What follows belongs to an exercise in optimizing a design on an open flow for small area and a short achievable clock period; a production flow would make more cautious choices. Function was checked by simulation only, so behaviour that the tests miss may differ from the original.

## design/flow/design.v

```verilog
module DECODER_UNIT (
  input  wire [1:0] ALU_FUN,
  output wire       Arith_Enable,
  output wire       Logic_Enable,
  output wire       CMP_Enable,
  output wire       Shift_Enable
);
  assign Arith_Enable = ALU_FUN == 2'b00;
  assign Logic_Enable = ALU_FUN == 2'b01;
  assign CMP_Enable   = ALU_FUN == 2'b10;
  assign Shift_Enable = ALU_FUN == 2'b11;
endmodule
module ARITHMETIC_UNIT #(parameter K = 11) (
  input  wire [15:0]     A,
  input  wire [15:0]     B,
  input  wire [1:0]      ALU_FUN,
  input  wire            Arith_Enable,
  input  wire            Sub,
  input  wire [15:16-K]  QH,
  input  wire [K-1:0]    RH,
  output wire [15:0]     S,
  output wire            C16,
  output wire [31:0]     Arith_OUT,
  output wire            Carry_OUT
);
  ADDSUB U_addsub (.A(A), .B(B), .Sub(Sub), .S(S), .C16(C16));
  wire [31:0] p;
  MUL16 U_mul (.A(A), .B(B), .P(p));
  wire [15:0] q;
  assign q[15:16-K] = QH;
  DIV_TAIL #(.K(K)) U_div_tail (.A(A[15-K:0]), .B(B), .RH(RH), .Q(q[15-K:0]));
  wire [15:0] lo = ALU_FUN[1] ? (ALU_FUN[0] ? q : p[15:0]) : S;
  wire [15:0] hi = ALU_FUN[1] ? (ALU_FUN[0] ? 16'b0 : p[31:16])
                              : {16{ALU_FUN[0] & ~C16}};
  assign Arith_OUT = Arith_Enable ? {hi, lo} : 32'b0;
  assign Carry_OUT = Arith_Enable & (ALU_FUN == 2'b00) & C16;
endmodule
module ADDSUB (
  input  wire [15:0] A,
  input  wire [15:0] B,
  input  wire        Sub,
  output wire [15:0] S,
  output wire        C16
);
  wire [16:0] c;
  wire [15:0] bx = B ^ {16{Sub}};
  assign c[0] = Sub;
  genvar j;
  generate for (j = 0; j < 16; j = j + 1) begin : g
    assign S[j]   = A[j] ^ bx[j] ^ c[j];
    assign c[j+1] = (A[j] & bx[j]) | (c[j] & (A[j] ^ bx[j]));
  end endgenerate
  assign C16 = c[16];
endmodule
module MUL16 (
  input  wire [15:0] A,
  input  wire [15:0] B,
  output wire [31:0] P
);
  wire [16:0] sm [0:15];
  wire [15:0] cy [0:15];
  genvar i, j;
  generate
    for (j = 0; j < 16; j = j + 1) begin : r0
      assign sm[0][j] = A[j] & B[0];
      assign cy[0][j] = 1'b0;
    end
    assign sm[0][16] = 1'b0;
    assign P[0] = sm[0][0];
    for (i = 1; i < 16; i = i + 1) begin : row
      for (j = 0; j < 16; j = j + 1) begin : col
        wire x = A[j] & B[i];
        wire y = sm[i-1][j+1];
        wire z = cy[i-1][j];
        assign sm[i][j] = x ^ y ^ z;
        assign cy[i][j] = (x & y) | (z & (x ^ y));
      end
      assign sm[i][16] = 1'b0;
      assign P[i] = sm[i][0];
    end
  endgenerate
  wire [16:0] c;
  assign c[0] = 1'b0;
  generate for (j = 0; j < 16; j = j + 1) begin : fin
    wire y = sm[15][j+1];
    wire z = cy[15][j];
    assign P[16+j] = y ^ z ^ c[j];
    assign c[j+1]  = (y & z) | (c[j] & (y ^ z));
  end endgenerate
endmodule
module DIV_STEP #(parameter W = 1) (
  input  wire [W-1:0] T,
  input  wire [W-1:0] BL,
  input  wire         BHZ,
  output wire         Q,
  output wire [W-1:0] R
);
  wire [W:0]   c;
  wire [W-1:0] d;
  assign c[0] = 1'b1;
  genvar j;
  generate for (j = 0; j < W; j = j + 1) begin : g
    wire nb = ~BL[j];
    assign d[j]   = T[j] ^ nb ^ c[j];
    assign c[j+1] = (T[j] & nb) | (c[j] & (T[j] ^ nb));
  end endgenerate
  assign Q = BHZ & c[W];
  assign R = Q ? d : T;
endmodule
module DIV_LAST (
  input  wire [15:0] T,
  input  wire [15:0] B,
  output wire        Q
);
  wire [16:0] c;
  assign c[0] = 1'b1;
  genvar j;
  generate for (j = 0; j < 16; j = j + 1) begin : g
    wire nb = ~B[j];
    assign c[j+1] = (T[j] & nb) | (c[j] & (T[j] ^ nb));
  end endgenerate
  assign Q = c[16];
endmodule
module DIV_HEAD #(parameter K = 11) (
  input  wire [15:0]    A,
  input  wire [15:0]    B,
  output wire [15:16-K] Q,
  output wire [K-1:0]   R
);
  wire [16:1] nz;
  assign nz[16] = 1'b0;
  genvar w;
  generate
    for (w = 15; w >= 1; w = w - 1) begin : o
      assign nz[w] = nz[w+1] | B[w];
    end
    for (w = 1; w <= K; w = w + 1) begin : st
      wire [w-1:0] t;
      wire [w-1:0] r;
      if (w == 1) begin : f
        assign t = A[15];
      end else begin : n
        assign t = {st[w-1].r, A[16-w]};
      end
      DIV_STEP #(.W(w)) u (.T(t), .BL(B[w-1:0]), .BHZ(~nz[w]), .Q(Q[16-w]), .R(r));
    end
  endgenerate
  assign R = st[K].r;
endmodule
module DIV_TAIL #(parameter K = 11) (
  input  wire [15-K:0] A,
  input  wire [15:0]   B,
  input  wire [K-1:0]  RH,
  output wire [15-K:0] Q
);
  wire [16:1] nz;
  assign nz[16] = 1'b0;
  genvar w;
  generate
    for (w = 15; w >= 1; w = w - 1) begin : o
      assign nz[w] = nz[w+1] | B[w];
    end
    for (w = K + 1; w <= 15; w = w + 1) begin : st
      wire [w-1:0] t;
      wire [w-1:0] r;
      if (w == K + 1) begin : f
        assign t = {RH, A[16-w]};
      end else begin : n
        assign t = {st[w-1].r, A[16-w]};
      end
      DIV_STEP #(.W(w)) u (.T(t), .BL(B[w-1:0]), .BHZ(~nz[w]), .Q(Q[16-w]), .R(r));
    end
  endgenerate
  DIV_LAST u_last (.T({st[15].r, A[0]}), .B(B), .Q(Q[0]));
endmodule
module LOGIC_UNIT (
  input  wire [15:0] a,
  input  wire [15:0] b,
  input  wire [1:0]  ALU_FUN,
  input  wire        Logic_Enable,
  output wire [15:0] Logic_OUT
);
  wire [15:0] r = (ALU_FUN[0] ? (a | b) : (a & b)) ^ {16{ALU_FUN[1]}};
  assign Logic_OUT = Logic_Enable ? r : 16'b0;
endmodule
module CMP_UNIT (
  input  wire [15:0] S,
  input  wire        C16,
  input  wire [1:0]  ALU_FUN,
  input  wire        CMP_Enable,
  output wire [1:0]  CMP_OUT
);
  wire eq = ~|S;
  wire lt = ~C16;
  wire gt = C16 & ~eq;
  assign CMP_OUT[0] = CMP_Enable & ((ALU_FUN == 2'b01 & eq) | (ALU_FUN == 2'b11 & lt));
  assign CMP_OUT[1] = CMP_Enable & ((ALU_FUN == 2'b10 & gt) | (ALU_FUN == 2'b11 & lt));
endmodule
module SHIFT_UNIT (
  input  wire [15:0] A,
  input  wire [15:0] B,
  input  wire [1:0]  ALU_FUN,
  input  wire        Shift_Enable,
  output wire [15:0] Shift_OUT
);
  wire [15:0] x = ALU_FUN[1] ? B : A;
  wire [15:0] r = ALU_FUN[0] ? {x[14:0], 1'b0} : {1'b0, x[15:1]};
  assign Shift_OUT = Shift_Enable ? r : 16'b0;
endmodule
module ALU_TOP (
  input  wire [15:0] A_TOP,
  input  wire [15:0] B_TOP,
  input  wire [3:0]  ALU_FUN_TOP,
  input  wire        CLK_TOP,
  input  wire        RST_TOP,
  output wire [31:0] Arith_OUT_TOP,
  output wire        Carry_OUT_TOP,
  output wire        Arith_Flag_TOP,
  output wire [15:0] Logic_OUT_TOP,
  output wire        Logic_Flag_TOP,
  output wire [1:0]  CMP_OUT_TOP,
  output wire        CMP_Flag_TOP,
  output wire [15:0] Shift_OUT_TOP,
  output wire        Shift_Flag_TOP
);
  localparam DK = 11;             
  reg [15:0] a_r, b_r;
  reg [3:0]  f_r;
  reg [15:16-DK] dq_r;            
  reg [DK-1:0]   dr_r;            
  wire [15:16-DK] dq_d;
  wire [DK-1:0]   dr_d;
  always @(posedge CLK_TOP or negedge RST_TOP)
    if (!RST_TOP) begin
      a_r <= 16'b0;
      b_r <= 16'b0;
      f_r <= 4'b0;
    end else begin
      a_r <= A_TOP;
      b_r <= B_TOP;
      f_r <= ALU_FUN_TOP;
    end
  always @(posedge CLK_TOP) begin
    dq_r <= dq_d;
    dr_r <= dr_d;
  end
  DECODER_UNIT U_decoder_unit (
    .ALU_FUN(ALU_FUN_TOP[3:2]),
    .Arith_Enable(Arith_Flag_TOP),
    .Logic_Enable(Logic_Flag_TOP),
    .CMP_Enable(CMP_Flag_TOP),
    .Shift_Enable(Shift_Flag_TOP)
  );
  DIV_HEAD #(.K(DK)) U_div_head (
    .A(A_TOP), .B(B_TOP), .Q(dq_d), .R(dr_d)
  );
  wire        sub = f_r[0] | f_r[3];
  wire [15:0] s;
  wire        c16;
  ARITHMETIC_UNIT #(.K(DK)) U_arithmetic_unit (
    .A(a_r), .B(b_r), .ALU_FUN(f_r[1:0]), .Arith_Enable(f_r[3:2] == 2'b00),
    .Sub(sub), .QH(dq_r), .RH(dr_r),
    .S(s), .C16(c16),
    .Arith_OUT(Arith_OUT_TOP), .Carry_OUT(Carry_OUT_TOP)
  );
  LOGIC_UNIT U_logic_unit (
    .a(a_r), .b(b_r), .ALU_FUN(f_r[1:0]), .Logic_Enable(f_r[3:2] == 2'b01),
    .Logic_OUT(Logic_OUT_TOP)
  );
  CMP_UNIT U_cmp_unit (
    .S(s), .C16(c16), .ALU_FUN(f_r[1:0]), .CMP_Enable(f_r[3:2] == 2'b10),
    .CMP_OUT(CMP_OUT_TOP)
  );
  SHIFT_UNIT U_shifter_unit (
    .A(a_r), .B(b_r), .ALU_FUN(f_r[1:0]), .Shift_Enable(f_r[3:2] == 2'b11),
    .Shift_OUT(Shift_OUT_TOP)
  );
endmodule
```

## design/flow/run.sh

```bash
#!/bin/bash
# synth_recipe.tcl (not shown) runs the flow's synth.tcl, then flattens the netlist and writes it again
# the make line also repeats each setting of config.mk as NAME=value (left out here)
make -C /OpenROAD-flow-scripts/flow DESIGN_CONFIG=/design/flow/config.mk WORK_HOME=/design/flow/orfs CLKGATE_MAP_FILE= SYNTH_SCRIPT=/design/flow/synth_recipe.tcl finish
```

## design/flow/config.mk

```make
export PLATFORM = sky130hd
export DESIGN_NAME = ALU_TOP
export DESIGN_NICKNAME = ALU_TOP
export VERILOG_FILES = /design/flow/design.v
export SDC_FILE = /design/flow/constraint.sdc
export NUM_CORES = 4
export LEC_CHECK = 0
export CAP_MARGIN = 20
export CORE_MARGIN = 2
export CORE_UTILIZATION = 40
export SLEW_MARGIN = 20
```

## design/flow/constraint.sdc

```tcl
create_clock -name core_clock -period 140.0 [get_ports {CLK_TOP}]
set_input_delay 28.0000 -clock core_clock [delete_from_list [all_inputs] [get_ports {CLK_TOP}]]
set_output_delay 28.0000 -clock core_clock [all_outputs]
set_load 0.01 [all_outputs]
```

==> flow_metrics.py <==
metrics = {
    "clock_tree": {
        "cts-resized-gates": 0,
        "clock_sinks": 58,
        "cts-hold-fix-buffers": 0,
        "cts_inserted_buffers": 9,
        "clk_transition_reported_paths_ps": 60,
        "htree_levels": 3,
        "cts_tree": "built",
        "postCtsSetupBuffers": 0,
        "root_buffer": "clkbuf_16",
        "clockBufferDepth": 2,
    },
    "grt": {
        "grt_max_degree": 60,
        "overflow": 0,
        "antenna_found_initial": 0,
        "grt_pass1_wl_um": 71000,
        "first_global_vias": 12265,
        "grtUsageTotal_pct": 24.2,
    },
    "outcome": {
        "status": "finished clean",
    },
    "layout": {
        "syn2layout_area_growth_pct": 12.4,
        "fin_nets": 1973,
        "regArea_sq_mm": 0.00134,
        "fin_cells": 2011,
        "drive_above_1_share_pct": 8.68,
        "fillCellCount": 3499,
        "multi_input_area_sq_mm": 0.0127,
        "final_design_area_no_fill_sq_mm": 0.0168,
        "n_antenna_cell": 0,
    },
    "critical_path": {
        "critPathLaunchType": "input pin",
        "required_ps": 140250,
        "worst_setup_path_end_kind": "register",
        "path_common_cell": "fa_1",
        "cpMaxStageDelayCell": "clkdlybuf4s50_1",
        "worstPathMaxFanout": 15,
        "cp.arrival_ps": 59760,
        "slowest_delay_ps": 740,
        "path_class": "in2reg",
    },
    "yosys": {
        "syn_area_per_cell_sq_um": 10.2,
        "async_reset_ff_share_pct": 62.1,
        "synth_edf_count": 0,
        "yosys_warnings": 2,
        "netlist_instances": 1465,
        "syn_area_sq_mm": 0.0149,
        "ys_types": 82,
        "seq_area_frac_synth_pct": 8.98,
        "ys_seq_elements": 58,
        "synth_nets": 1900,
        "synthFlopType": "dfrtp_1",
    },
    "place": {
        "place_area_sq_mm": 0.0165,
        "portBuffers": 108,
        "dp_hpwl_um": 35100,
        "dp_cells": 1995,
        "routabilityCongestion": 0.964,
    },
    "die": {
        "core_area_sq_mm": 0.0367,
        "num_rows": 70,
        "io-pin-count": 109,
        "initial_core_util_pct": 40.7,
        "die_h_um": 197,
        "dieWidth_um": 197,
        "die-area_sq_mm": 0.0389,
    },
    "detailed_routing": {
        "drt_first_pass_iters": 6,
        "drc": 0,
        "drt_iter0_drc": 751,
        "postRouteAntennaNets": 0,
        "routedWlPerCell_um": 21.9,
        "vias": 11149,
        "via_per_inst": 5.54,
        "drt_wl_total_um": 43900,
    },
    "timing": {
        "setup-violations-final": 0,
        "rsz0062_at_grt": "no",
        "relSlewSlack_pct": 34.0,
        "worst_pin_slew_ps": 990,
        "clock.fmax_mhz": 16.8,
        "post-route-period-util_pct": 42.5,
        "final_max_slew_viol_count": 0,
        "hold_viol": 0,
        "fin_tns_setup_ps": 0,
        "period_needed_ps": 59510,
    },
    "min_path": {
        "holdCritPathClass": "in2async",
    },
    "flow_run": {
        "cap_violations": 0,
    },
}
## critical path: cells and delay by family
| family | cells | cell delay, ps |
|---|---|---|
| buffers and inverters | 17 | 2370 |
| adder cells (fa/ha/maj) | 55 | 19950 |
| AO/OA/AOI/OAI | 10 | 1620 |
| multiplexers | 3 | 920 |
| AND/OR/NAND/NOR | 25 | 6810 |
## placed cells by master (no fill, tap or decap), types with 24 or more instances in the layout
master,Yosys,layout
clkdlybuf4s50_1,0,107
fa_1,344,344
nand2_1,120,120
mux2i_1,46,46
and2_1,130,130
xnor2_1,31,31
nor2b_1,25,24
mux2_2,35,35
o21ai_0,30,30
buf_4,2,32
inv_1,139,139
ha_1,53,53
a21oi_1,41,41
nor2_1,140,140
dfrtp_1,36,34
## state kept, by name (all words and copies together), names as in the netlist
signal and count:
a_r 16, b_r 16, dq_r 11, dr_r 11, f_r 4
## cell usage after synthesis, types with 17 or more instances
cell type | count | area [sq um]
a21oi_1 | 41 | 205
xnor2_1 | 31 | 272
buf_1 | 17 | 63.8
a211oi_1 | 22 | 165
nor2_1 | 140 | 526
nand2_1 | 120 | 450
mux2_2 | 35 | 394
nor2b_1 | 25 | 156
o21ai_0 | 30 | 150
and2_1 | 130 | 813
clkbuf_1 | 49 | 184
dfrtp_1 | 36 | 901
dfxtp_1 | 22 | 440
ha_1 | 53 | 663
fa_1 | 344 | 6890
inv_1 | 139 | 522
mux2i_1 | 46 | 460
## routing by layer
layer  vias up  track usage [%]  wire length [um]
met1      5838             33.0             18900
met5         -                0                 0
met4         0             5.85              1080
met3        58             4.73              2960
li1       4874                -                 -
met2       379             39.8             21000
## layout make-up
| cell class | instances | share of cell area (%) |
|---|---|---|
| flip-flops and latches | 58 | 8.01 |
| clock inverters | 6 | 0.246 |
| inverters | 144 | 3.22 |
| clock buffers | 10 | 1.42 |
| multi-input cells | 1185 | 75.8 |
| well taps | 468 | 3.49 |
| repair buffers | 140 | 7.84 |
## per-stage QoR
stage	worst slack (ps)	hold WS [ps]	utilization, %
4_1_cts	80900	27830	45.7
6_report	80490	27810	45.7
3_5_place_dp	80620	28200	45.0
2_1_floorplan	83800	27700	-
5_1_grt	78460	27860	45.7
3_3_place_gp	81340	28200	45.0
## kinds of logic (layout without fill, tap and decap cells)
group	Yosys count	in the layout	synth area share, %
multiplexers	95	95	7.68
XOR/XNOR	31	31	1.82
AND/OR/NAND/NOR	493	493	17.1
buffers and inverters	222	300	5.88
adder cells (fa/ha/maj)	407	407	51.2
flip-flops	58	58	8.98
AO/OA/AOI/OAI	159	159	7.27
## worst paths after layout
| path | start | depth (start not counted) | endpoint | slack (ps) |
|---|---|---|---|---|
| worst min-delay path | RST_TOP | 1 | b_r[5] | 27810 |
| max in group asynchronous | RST_TOP | 1 | f_r[1] | 111500 |
| worst max-delay path | B_TOP[5] | 110 | dr_r[9] | 80490 |
| min in group core_clock | A_TOP[1] | 1 | a_r[1] | 28100 |

[what the ideal ports hide]
The results above use ideal ports. As a check the final layout listed here was re-extracted and re-timed, cells and wires unchanged.
Step 1 assumes that a clkbuf_16 drives the clock port and a buf_2 every other input.
Step 2 moves the port delays by t, midway between the first and last clock arrival at a register: inputs arrive t later, outputs are due t later. That takes back most of the time a late clock gives input paths.
a / b / c = ideal ports / drivers / drivers and shift; a / b = the first two.
shift t [ns]: 0.388
setup slack, ns: 80.488 / 80.512 / 80.124
latest minus earliest clock arrival (ns): 0.014 / 0.015
After both steps this run still meets setup and hold. The setup slack of this run moves by +0.024 ns with the drivers and by -0.364 ns with both steps.
